From an optimization exercise on the open Yosys and OpenROAD flow, aimed at small area and a short achievable clock period; shortcuts taken in it are not production practice. Power and IR drop assume default switching activity.

== run 1 ==
==> flow/design.v (excerpt) <==
module ecliptic_top
  (
   input wire          clk,
   input wire          nrst,
   input wire [31:0]   src1,
   input wire [31:0]   src2,
   input wire          bop_req,
   input wire [1:0]    bop_op,
   output logic [31:0] bop_res,
   output logic        bop_ack,
   input wire          cls_req,
   output logic [9:0]  cls_res,
   output logic        cls_ack,
   input wire          cmp_req,
   input wire [2:0]    cmp_op,
   output logic [31:0] cmp_res,
   output logic        cmp_invalid,
   output logic        cmp_ack,
   input wire          cvtw_req,
   input wire [1:0]    cvtw_rm,
   input wire          cvtw_unsigned,
   output logic [31:0] cvtw_res,
   output logic        cvtw_invalid,
   output logic        cvtw_inexact,
   output logic        cvtw_ack,
   input wire          cvts_req,
   input wire [1:0]    cvts_rm,
   input wire          cvts_unsigned,
   output logic [31:0] cvts_res,
   output logic        cvts_inexact,
   output logic        cvts_ack
   );
==> module ecliptic_increment, before the edit <==
module ecliptic_increment
  (
   input wire [31:0]   a,
   input wire          cin,
   output logic [31:0] y
   );
  logic [31:0] p;
  always_comb begin
    p = a;
    for (int d = 1; d < 32; d = d * 2)
      for (int i = 2 * d - 1; i < 32; i = i + 2 * d) p[i] = p[i] & p[i-d];
    for (int d = 8; d >= 1; d = d / 2)
      for (int i = 3 * d - 1; i < 32; i = i + 2 * d) p[i] = p[i] & p[i-d];
    y[0] = a[0] ^ cin;
    for (int i = 1; i < 32; i++) y[i] = a[i] ^ (cin & p[i-1]);
  end
endmodule
==> module ecliptic_converter_to_float, before the edit <==
module ecliptic_converter_to_float
  (
   input wire          sg,
   input wire [7:0]    ex,
   input wire [22:0]   man,
   input wire          c,
   input wire          g,
   input wire          st,
   input wire [1:0]    rm,
   output logic [31:0] res,
   output logic        inexact
   );
  logic        ru, cin;
  logic [30:0] p;
  always_comb begin
    case (rm)
      2'b00: ru = g & (st | man[0]);
      2'b01: ru = 1'b0;
      2'b10: ru = sg & (g | st);
      default: ru = ~sg & (g | st);
    endcase
    inexact = g | st;
    cin = c | ru;
    p = {ex, man};
    for (int d = 1; d < 31; d = d * 2)
      for (int i = 2 * d - 1; i < 31; i = i + 2 * d) p[i] = p[i] & p[i-d];
    for (int d = 8; d >= 1; d = d / 2)
      for (int i = 3 * d - 1; i < 31; i = i + 2 * d) p[i] = p[i] & p[i-d];
    res[31] = sg;
    res[0] = man[0] ^ cin;
    for (int i = 1; i < 31; i++) res[i] = (i < 23 ? man[i] : ex[i-23]) ^ (cin & p[i-1]);
  end
endmodule
export LEC_CHECK = 0
export ABC_AREA = 1
export CAP_MARGIN = 20
export CORE_MARGIN = 2
export CORE_UTILIZATION = 40
export CTS_BUF_LIST = sky130_fd_sc_hd__clkbuf_8
export SETUP_SLACK_MARGIN = 3.75
export SLEW_MARGIN = 20
export SYNTH_HIERARCHICAL = 1
create_clock -name core_clock -period 7.5 [get_ports {clk}]
standard.sh (not shown) runs the stock make flow with config.mk's settings and CLKGATE_MAP_FILE= SYNTH_SCRIPT=/design/flow/synth_recipe.tcl, a recipe that flattens the netlist after the stock synthesis.
==> flow/flow/run.sh <==
#!/bin/bash
# Standard ORFS layout, with plain buf_1 cells as the port buffers
# instead of the default clkdlybuf4s50_1 delay cells.
set -euo pipefail
export BUFFER_PORTS_ARGS="-buffer_cell sky130_fd_sc_hd__buf_1"
bash standard.sh > standard.log 2>&1
For run 2, these inputs were changed with respect to run 1:
==> flow/design.v, changed modules only <==
module ecliptic_increment
  (
   input wire [31:0]   a,
   input wire          cin,
   output logic [31:0] y
   );
  logic [31:0] p [0:5];
  always_comb begin
    p[0] = a;
    for (int l = 0; l < 5; l++) begin
      for (int i = 0; i < 32; i++) begin
        if ((i >> l) & 1) p[l+1][i] = p[l][i] & p[l][((i >> l) << l) - 1];
        else p[l+1][i] = p[l][i];
      end
    end
    y[0] = a[0] ^ cin;
    for (int i = 1; i < 32; i++) y[i] = a[i] ^ (cin & p[5][i-1]);
  end
endmodule
module ecliptic_converter_to_float
  (
   input wire          sg,
   input wire [7:0]    ex,
   input wire [22:0]   man,
   input wire          c,
   input wire          g,
   input wire          st,
   input wire [1:0]    rm,
   output logic [31:0] res,
   output logic        inexact
   );
  logic        ru, cin, ce;
  logic [22:0] pm [0:5];
  logic [7:0]  pe [0:3];
  always_comb begin
    case (rm)
      2'b00: ru = g & (st | man[0]);
      2'b01: ru = 1'b0;
      2'b10: ru = sg & (g | st);
      default: ru = ~sg & (g | st);
    endcase
    inexact = g | st;
    cin = c | ru;
    pm[0] = man;
    for (int l = 0; l < 5; l++) begin
      for (int i = 0; i < 23; i++) begin
        if ((i >> l) & 1) pm[l+1][i] = pm[l][i] & pm[l][((i >> l) << l) - 1];
        else pm[l+1][i] = pm[l][i];
      end
    end
    pe[0] = ex;
    for (int l = 0; l < 3; l++) begin
      for (int i = 0; i < 8; i++) begin
        if ((i >> l) & 1) pe[l+1][i] = pe[l][i] & pe[l][((i >> l) << l) - 1];
        else pe[l+1][i] = pe[l][i];
      end
    end
    ce = cin & pm[5][22];
    res[31] = sg;
    res[23] = ex[0] ^ ce;
    for (int i = 1; i < 8; i++) res[23+i] = ex[i] ^ (ce & pe[3][i-1]);
    res[0] = man[0] ^ cin;
    for (int i = 1; i < 23; i++) res[i] = man[i] ^ (cin & pm[5][i-1]);
  end
endmodule
--- outcome ---
- Final core utilization on run 2 is down relative to run 1.
- Against run 1, total chip power in run 2 fell by a few percent.
- In the tables for run 1 and run 2, clock network power share reads higher with run 1.
- Between run 1 and run 2, final estimated routing congestion in global placement is lower for run 1, run 2 comes in above that.
- When the final numbers for run 1 and run 2 were put side by side, the global-route track usage on met2 turned out to be smaller in run 1.
- Run 2 vs run 1, global-route usage over all layers went down by 0.40 points.
- Compared with run 1, in run 2 final worst slack decreased by 0.014 ns relative to the old numbers; vertical die dimension increased by about 1.6% relative to the old numbers; share of total power consumed by net switching increased by 1.6 points relative to the old numbers; post-synthesis cell count increased by 96 relative to the old numbers.
- Going from run 1 to run 2, switching power total went up by about 1.5%, routed wire length climbed 1.0%, total non-filler cell area in the finished layout increased by 1.7% relative to the old numbers.
- For the sequential share of the synthesized area, run 2 came in 0.79 points lower than run 1 did.
Function was not checked in any run of this note: the RTL went through the layout flow alone.

-- re-timing with driven ports --
Ports are ideal in the flow. The routed layouts listed here were re-timed in OpenROAD. Step 1 sets driving cells, clkbuf_16 on the clock port and buf_2 on the other inputs (assumed; they add their load-dependent delay and slew). Step 2, shift: input delay + t, output delay - t, t = (earliest + latest rising clock arrival at the registers) / 2. This alone moves slack from input paths to output paths. Slacks: ideal / step 1 / step 2; pairs: ideal / step 1.
run | t, ns | slack for setup (ns) | clock arrival spread, ns
run 1 | 0.524 | 3.836 / 3.857 / 3.333 | 0.018 / 0.018
run 2 | 0.526 | 3.822 / 3.783 / 3.325 | 0.019 / 0.018
After both steps every run listed still meets setup and hold. The setup slack of run 1, which loses most, moves by +0.021 ns with the drivers and by -0.503 ns with both steps.
